This design comes from an exercise in tuning for small area on the open sky130 flow, not from production work. In this exercise RTL edits were held to simulation tests only and were not proved equivalent to the original.

**run.sh**
```bash
#!/bin/bash
# synth_recipe.tcl (not shown) runs the flow's synth.tcl, then flattens the netlist and writes it again
# the make line also repeats each setting of config.mk as NAME=value (left out here)
make -C /OpenROAD-flow-scripts/flow DESIGN_CONFIG=/design/flow/config.mk WORK_HOME=/design/flow/orfs CLKGATE_MAP_FILE= SYNTH_SCRIPT=/design/flow/synth_recipe.tcl finish
```
**config.mk**
```make
export PLATFORM = sky130hd
export DESIGN_NAME = dtmf
export DESIGN_NICKNAME = dtmf
export VERILOG_FILES = /design/flow/design.v
export SDC_FILE = /design/flow/constraint.sdc
export NUM_CORES = 4
export LEC_CHECK = 0
export CAP_MARGIN = 20
export CORE_MARGIN = 2
export CORE_UTILIZATION = 40
export SLEW_MARGIN = 20
```
**constraint.sdc**
```tcl
create_clock -name core_clock -period 20.0 [get_ports {clk}]
set_input_delay 4.0000 -clock core_clock [delete_from_list [all_inputs] [get_ports {clk}]]
set_output_delay 4.0000 -clock core_clock [all_outputs]
set_load 0.01 [all_outputs]
```
**design.v**
```verilog
module dtmf
(
	input	wire			clk,
	input	wire			rst,
	input	wire			valid,
	input	wire	[11:0]	data,
	output	reg				newKey,
	output	reg		 [7:0]	theKey,
	output	reg				dtmf_valid,
	output	reg		 [3:0]	dtmf_data
);
reg [7:0] count;
reg first;
reg iir_outs_valid;
reg [19:0] r1_q1_r, r1_q2_r;
reg [19:0] r2_q1_r, r2_q2_r;
reg [19:0] r3_q1_r, r3_q2_r;
reg [19:0] r4_q1_r, r4_q2_r;
reg [19:0] c1_q1_r, c1_q2_r;
reg [19:0] c2_q1_r, c2_q2_r;
reg [19:0] c3_q1_r, c3_q2_r;
reg [19:0] c4_q1_r, c4_q2_r;
wire [19:0] r1_q1, r1_q2;
wire [19:0] r2_q1, r2_q2;
wire [19:0] r3_q1, r3_q2;
wire [19:0] r4_q1, r4_q2;
wire [19:0] c1_q1, c1_q2;
wire [19:0] c2_q1, c2_q2;
wire [19:0] c3_q1, c3_q2;
wire [19:0] c4_q1, c4_q2;
reg [3:0] mag_sq_input_number;
reg [19:0] mag_sq_q1;
reg [19:0] mag_sq_q2;
reg [12:0] mag_sq_coeff;
reg [39:0] p1, p2;
reg [51:0] p3;
reg [41:0] sum;
reg pressed;
reg r1_p, r2_p, r3_p, r4_p;
reg c1_p, c2_p, c3_p, c4_p;
reg evaluate;
reg [7:0] key, lastKey;
always @ (posedge clk)
begin
	if (rst)
	begin
		count <= 0;
		first <= 1;
		iir_outs_valid <= 0;
		r1_q1_r <= 0;
		r1_q2_r <= 0;
		r2_q1_r <= 0;
		r2_q2_r <= 0;
		r3_q1_r <= 0;
		r3_q2_r <= 0;
		r4_q1_r <= 0;
		r4_q2_r <= 0;
		c1_q1_r <= 0;
		c1_q2_r <= 0;
		c2_q1_r <= 0;
		c2_q2_r <= 0;
		c3_q1_r <= 0;
		c3_q2_r <= 0;
		c4_q1_r <= 0;
		c4_q2_r <= 0;
		mag_sq_input_number <= 0;
		mag_sq_q1 <= 0; 
		mag_sq_q2 <= 0; 
		mag_sq_coeff <= 0;
		p1 <= 0;
		p2 <= 0;
		p3 <= 0;
		sum <= 0;
		pressed <= 0;
		r1_p <= 0;
		r2_p <= 0;
		r3_p <= 0;
		r4_p <= 0;
		c1_p <= 0;
		c2_p <= 0;
		c3_p <= 0;
		c4_p <= 0;
		evaluate <= 0;
		newKey <= 0;
		key <= 0;
		theKey <= 0;
		lastKey <= 0;
		dtmf_valid <= 0;
		dtmf_data <= 0;
	end
	else
	begin
		if (valid) 
		begin
			if (count == 204)
			begin
				count <= 0;
				first <= 1;
			end
			else
			begin
				count <= count + 1;
				first <= 0;
			end
		end
		if (valid && first)
		begin
			iir_outs_valid <= 1;
			r1_q1_r <= r1_q1;
			r1_q2_r <= r1_q2;
			r2_q1_r <= r2_q1;
			r2_q2_r <= r2_q2;
			r3_q1_r <= r3_q1;
			r3_q2_r <= r3_q2;
			r4_q1_r <= r4_q1;
			r4_q2_r <= r4_q2;
			c1_q1_r <= c1_q1;
			c1_q2_r <= c1_q2;
			c2_q1_r <= c2_q1;
			c2_q2_r <= c2_q2;
			c3_q1_r <= c3_q1;
			c3_q2_r <= c3_q2;
			c4_q1_r <= c4_q1;
			c4_q2_r <= c4_q2;
		end
		else
		begin
			iir_outs_valid <= 0;
		end
		if (iir_outs_valid)
		begin
			mag_sq_input_number <= 0;
		end
		else if (mag_sq_input_number < 15)
		begin
			mag_sq_input_number <= mag_sq_input_number + 1;
		end
		case (mag_sq_input_number)
			0: begin mag_sq_q1 <= r1_q1_r; mag_sq_q2 <= r1_q2_r; mag_sq_coeff <= 3488; end
			1: begin mag_sq_q1 <= r2_q1_r; mag_sq_q2 <= r2_q2_r; mag_sq_coeff <= 3350; end
			2: begin mag_sq_q1 <= r3_q1_r; mag_sq_q2 <= r3_q2_r; mag_sq_coeff <= 3200; end
			3: begin mag_sq_q1 <= r4_q1_r; mag_sq_q2 <= r4_q2_r; mag_sq_coeff <= 3037; end
			4: begin mag_sq_q1 <= c1_q1_r; mag_sq_q2 <= c1_q2_r; mag_sq_coeff <= 2382; end
			5: begin mag_sq_q1 <= c2_q1_r; mag_sq_q2 <= c2_q2_r; mag_sq_coeff <= 2066; end
			6: begin mag_sq_q1 <= c3_q1_r; mag_sq_q2 <= c3_q2_r; mag_sq_coeff <= 1618; end
			7: begin mag_sq_q1 <= c4_q1_r; mag_sq_q2 <= c4_q2_r; mag_sq_coeff <= 1146; end
			default: begin mag_sq_q1 <= 0; mag_sq_q2 <= 0; end
		endcase
		p1 <= $signed (mag_sq_q1) * $signed (mag_sq_q1);
		p2 <= $signed (mag_sq_q2) * $signed (mag_sq_q2);
		p3 <= $signed (mag_sq_q1) * $signed (mag_sq_q2) * $signed (mag_sq_coeff);
		sum <= { {2{p1[39]}}, p1[39:0] } + 
		       { {2{p2[39]}}, p2[39:0] } - 
			   { {1{p3[51]}}, p3[51:11] };
		pressed <= $signed(sum) > 419430400;
		if (mag_sq_input_number == 4) r1_p <= pressed;
		if (mag_sq_input_number == 5) r2_p <= pressed;
		if (mag_sq_input_number == 6) r3_p <= pressed;
		if (mag_sq_input_number == 7) r4_p <= pressed;
		if (mag_sq_input_number == 8) c1_p <= pressed;
		if (mag_sq_input_number == 9) c2_p <= pressed;
		if (mag_sq_input_number == 10) c3_p <= pressed;
		if (mag_sq_input_number == 11) c4_p <= pressed;
		evaluate <= (mag_sq_input_number == 12);
		if (evaluate) 
		begin
			     if (r1_p && c1_p) begin key <= "1"; dtmf_valid <= 1; dtmf_data <=  1; end
			else if (r1_p && c2_p) begin key <= "2"; dtmf_valid <= 1; dtmf_data <=  2; end
			else if (r1_p && c3_p) begin key <= "3"; dtmf_valid <= 1; dtmf_data <=  3; end
			else if (r1_p && c4_p) begin key <= "A"; dtmf_valid <= 1; dtmf_data <= 13; end
			else if (r2_p && c1_p) begin key <= "4"; dtmf_valid <= 1; dtmf_data <=  4; end
			else if (r2_p && c2_p) begin key <= "5"; dtmf_valid <= 1; dtmf_data <=  5; end
			else if (r2_p && c3_p) begin key <= "6"; dtmf_valid <= 1; dtmf_data <=  6; end
			else if (r2_p && c4_p) begin key <= "B"; dtmf_valid <= 1; dtmf_data <= 14; end
			else if (r3_p && c1_p) begin key <= "7"; dtmf_valid <= 1; dtmf_data <=  7; end
			else if (r3_p && c2_p) begin key <= "8"; dtmf_valid <= 1; dtmf_data <=  8; end
			else if (r3_p && c3_p) begin key <= "9"; dtmf_valid <= 1; dtmf_data <=  9; end
			else if (r3_p && c4_p) begin key <= "C"; dtmf_valid <= 1; dtmf_data <= 15; end
			else if (r4_p && c1_p) begin key <= "*"; dtmf_valid <= 1; dtmf_data <= 11; end
			else if (r4_p && c2_p) begin key <= "0"; dtmf_valid <= 1; dtmf_data <= 10; end
			else if (r4_p && c3_p) begin key <= "#"; dtmf_valid <= 1; dtmf_data <= 12; end
			else if (r4_p && c4_p) begin key <= "D"; dtmf_valid <= 1; dtmf_data <=  0; end
			else begin dtmf_valid <= 0; dtmf_data <= 0; end
		end
		newKey <= (key != lastKey);
		theKey <= key;
		lastKey <= key;
	end
end
dtmf_iir #(3488) dtmf_iir_r1_697_3488
(
	.clk		(clk),
	.rst		(rst),
	.valid		(valid),
	.first		(first),
	.data		(data),
	.q1			(r1_q1),
	.q2			(r1_q2)
);
dtmf_iir #(3350) dtmf_iir_r2_770_3350
(
	.clk		(clk),
	.rst		(rst),
	.valid		(valid),
	.first		(first),
	.data		(data),
	.q1			(r2_q1),
	.q2			(r2_q2)
);
dtmf_iir #(3200) dtmf_iir_r3_852_3200
(
	.clk		(clk),
	.rst		(rst),
	.valid		(valid),
	.first		(first),
	.data		(data),
	.q1			(r3_q1),
	.q2			(r3_q2)
);
dtmf_iir #(3037) dtmf_iir_r4_941_3037
(
	.clk		(clk),
	.rst		(rst),
	.valid		(valid),
	.first		(first),
	.data		(data),
	.q1			(r4_q1),
	.q2			(r4_q2)
);
dtmf_iir #(2382) dtmf_iir_c1_1209_2382
(
	.clk		(clk),
	.rst		(rst),
	.valid		(valid),
	.first		(first),
	.data		(data),
	.q1			(c1_q1),
	.q2			(c1_q2)
);
dtmf_iir #(2066) dtmf_iir_c2_1336_2066
(
	.clk		(clk),
	.rst		(rst),
	.valid		(valid),
	.first		(first),
	.data		(data),
	.q1			(c2_q1),
	.q2			(c2_q2)
);
dtmf_iir #(1618) dtmf_iir_c3_1477_1618
(
	.clk		(clk),
	.rst		(rst),
	.valid		(valid),
	.first		(first),
	.data		(data),
	.q1			(c3_q1),
	.q2			(c3_q2)
);
dtmf_iir #(1146) dtmf_iir_c4_1633_1146
(
	.clk		(clk),
	.rst		(rst),
	.valid		(valid),
	.first		(first),
	.data		(data),
	.q1			(c4_q1),
	.q2			(c4_q2)
);
endmodule
module dtmf_iir
(
	input	wire			clk,
	input	wire			rst,
	input	wire			valid,
	input	wire			first,
	input	wire	[11:0]	data,
	output	reg		[19:0]	q1,
	output	reg		[19:0]	q2
);
parameter coeff = 12'd3200;
wire [32:0] term_pre0 = $signed ( {1'b0,coeff} ) * $signed (q1);
wire [32:0] term_pre1 = term_pre0 - 
						{ {2{q2[19]}}, q2[19:0], 11'b0 } + 
						{ {10{data[11]}}, data[11:0], 11'b0 } +
						11'b1_0000_0000_00;
wire [19:0] term_pre2 =  (term_pre1[32]) ? 
        ((&term_pre1[31:30]) ? (term_pre1[30:11]) : (20'h80000)) :
        ((|term_pre1[31:30]) ? (20'h7ffff) : (term_pre1[30:11])) ;
wire [19:0] next_q1 = first ? { {8{data[11]}}, data[11:0] } : term_pre2;
wire [19:0] next_q2 = first ? 20'b0 : q1;
always @ (posedge clk)
begin
	if (rst)
	begin
		q1 <= 0;
		q2 <= 0;
	end
	else
	begin
		if (valid) 
		begin
			q1 <= next_q1;
			q2 <= next_q2;
		end
	end
end
endmodule
```
==> run notes <==
## metal layers
layer,GRT usage,routed length [um],part of all wire,vias to the layer above
met2,0.396,188000,0.47,2869
li1,-,-,-,47162
met1,0.296,161000,0.41,51226
met4,0.122,24500,0.062,6
met3,0.0294,22300,0.056,740
met5,0,40,0.00010,-
## cell usage after synthesis, drive strengths merged (101+ instances only)
| cell type | count | share of area |
|---|---|---|
| inv | 3166 | 0.089 |
| fa | 2318 | 0.35 |
| nand2 | 1669 | 0.047 |
| ha | 1361 | 0.13 |
| a21oi | 900 | 0.034 |
| dfxtp | 897 | 0.13 |
| nor2 | 797 | 0.022 |
| and2 | 531 | 0.025 |
| clkbuf | 528 | 0.015 |
| xnor2 | 405 | 0.026 |
| o21ai | 330 | 0.012 |
| a21o | 223 | 0.012 |
| xor2 | 209 | 0.014 |
| a22oi | 205 | 0.011 |
| nand3 | 140 | 0.0052 |
| nor3 | 119 | 0.0044 |
| a31oi | 104 | 0.0048 |
| nand2b | 102 | 0.0048 |
| nor2b | 101 | 0.0047 |
## per-stage QoR
stage	hold slack [ns]	util	setup WS, ns
2_1_floorplan	0.399	-	8.30
3_3_place_gp	0.442	0.417	6.38
3_5_place_dp	0.446	0.417	6.24
4_1_cts	0.434	0.429	6.22
5_1_grt	0.471	0.429	5.36
6_report	0.453	0.429	6.13
## state kept, by name, indices dropped and copies added, names as in the netlist, 39 cells and up
signal and cells:
p1 39, p2 39, p3 41, sum 42
## final cells by class
class                      instances  area (sq um)  area share
antenna                            8          20.0    0.000140
multi-input combinational      10522        102000       0.715
clock buffer                     143          3060      0.0214
timing repair buffer             189          1500      0.0105
sequential                       897         18000       0.126
tap                             4387          5490      0.0384
inverter                        3174         11900      0.0833
clock inverter                    58           818     0.00572
## logic make-up after synthesis
| logic type | share of synthesized area |
|---|---|
| DFF | 0.134 |
| xor gates and xnor gates | 0.0401 |
| AOI/OAI and AO/OA | 0.119 |
| muxes | 0.00168 |
| and+or+nand+nor | 0.127 |
| adders and majority gates | 0.473 |
| buffers and inverters | 0.105 |
| other | 0.0000280 |
## how the worst max path moves through the flow
stage                       start  slack (ns)  depth (start not counted)     end
global route         mag_sq_q1[6]        5.36                         44  p3[49]
finish               mag_sq_q1[6]        6.13                         46  p3[49]
global placement     mag_sq_q1[6]        6.38                         44  p3[49]
CTS                  mag_sq_q1[6]        6.22                         46  p3[49]
floorplan           mag_sq_q1[19]        8.30                         48  p3[49]
detailed placement   mag_sq_q1[6]        6.24                         46  p3[49]
## worst reg2reg max path: cells and delay by family (launching register included)
| kind | cells | cell delay (ns) |
|---|---|---|
| buffers and inverters | 9 | 1.48 |
| XOR/XNOR | 1 | 0.15 |
| flip-flops | 1 | 0.53 |
| AND/OR/NAND/NOR | 8 | 2.26 |
| adder cells (fa/ha/maj) | 14 | 6.01 |
| AO/OA/AOI/OAI | 14 | 3.31 |
==> run notes <==
* Num CTS Buffers at 108
* Clk_skew at just under 0.08 ns
* WP data required at around 21 ns
* Yosys reg bits at 897
* Asr flop ratio synth at 0
* RSZ-0062 raised after global routing: no
* Tmin final at roughly 14 ns
* Slew Limit Headroom at 0.193
* Hold EP: c2_q2_r[16]
* Crit path DAT at 14.52 ns
* Vias in the first global route at about 100k
* Die area at about 340,000 sq um
* Initial antenna violation count at 10
* DR WL/cell at about 20 um
* Clock latency on the worst-skew pair at slightly below 0.8 ns
* Routed Antenna Nets at 0
* Post-route cell area at between 100,000 and 150,000 sq um
* Clock buffer depth at 3
* Hold_sp: c2_q2_r[16]
* Std-Cell Core Area at between 300,000 and 400,000 sq um
* Gr usage total at 0.236
* CTS tree: built
* CP endpoint kind: register
* Final std cells w/o fill at approximately 19,000
* GP Congestion at 0.946
* Mean Syn Cell Area at ~8.8 sq um
* Initial DRT Pass Iterations at 9
* # H-tree levels at 3
* Clock transition at path regs at 0.07 ns
* MaxCap Viol Count at 0
* Crit share post-route at 0.694
* Reg-to-reg startpoint: mag_sq_q1[6]
* Slew Limit Fails at 0
* Worst Path Max Fanout at 24
* Crit-path leading delay family: adder cells
* Bufs and invs on worst path at 9
* R2R depth at 46
* R2R setup slack at 6.13 ns
* Syn Std Cell Area at between 100,000 and 150,000 sq um
* Worst-margin pin slew at 1.20 ns
* Die W at about 580 um
* Vias/cell at approximately 5.3
* Netlist cell types at 99
* Startpoint Class: register
* Port bufs at 27
* Initial Utilization at 0.402
* Sequential fraction of the synthesis area at 0.134
* Post-synth EDFFs at 0
* Cts-stage hold buffer count at 0
* # IOs at 29
* RR Endpoint: p3[49]
* Via count at between 100k and 150k
* # fillers at between 30,000 and 40,000
* Slowest CP cell: nor2_1
* Peak per-stage delay on the critical path at between 0.7 and 0.8 ns
* Synth Flop Type: dfxtp_1
* Sink Count at about 900
* Setup violators final at 0
* Placed inst area at 139,000 sq um
* Status: complete, no violations
* Commonest non-fill, non-tap cells in the layout: 3,158 x inv_1, 2,318 x fa_1, 1,668 x nand2_1
* Layout area overhead at 6.64%
* Drt total wl at a little under 400,000 um
* Root Driver: clkbuf_16
* # rows at 212
* Final hold violation count at 0
* Hold Path Class: register to register
* Die height at ~600 um
* DP Cell Count at between 15,000 and 20,000
* Most common cell after layout, fill and taps aside: inv_1
* CP dominant cell by count: fa_1
* Post-synthesis cell count at approximately 15,000
* Hold depth at 2
* Post-cts sizing count at 0
* Remaining DRCs at 0
* Grt total ovfl at 0
* Kind of critical path: register to register
* F_max at between 0.07 and 0.08 GHz
* Total negative slack at 0 ns
* Nets at 18,586
* 1st-iter DRT viols at around 7,400
* Layout cells sized above 1 at 0.0344
* Hpwl dp at roughly 310,000 um
* Yosys warning total at 9
* Setup bufs post-CTS at 0
* First-pass GRT wire length at 618,000 um
* Largest net degree at the start of global routing at 171

-- static timing again, ports no longer ideal --
No port has a modelled driver above. Below, the same layout with a new extraction and two added sets of constraints. Step 1, drivers: a clkbuf_16 drives clk and a buf_2 each remaining input, both assumed. Step 2, shift: input delay + t, output delay - t, t = (earliest + latest rising clock arrival at the registers) / 2. This alone moves slack from input paths to output paths. Three values: ideal, step 1, step 2; two values: the first two.
shift t [ns]: 0.844
slack for setup (ns): 6.126 / 6.126 / 6.126
latest minus earliest clock arrival (ns): 0.084 / 0.083
After both steps setup and hold are still met in this run. The setup slack of this run moves by 0.000 ns with the drivers and by 0.000 ns with both steps.
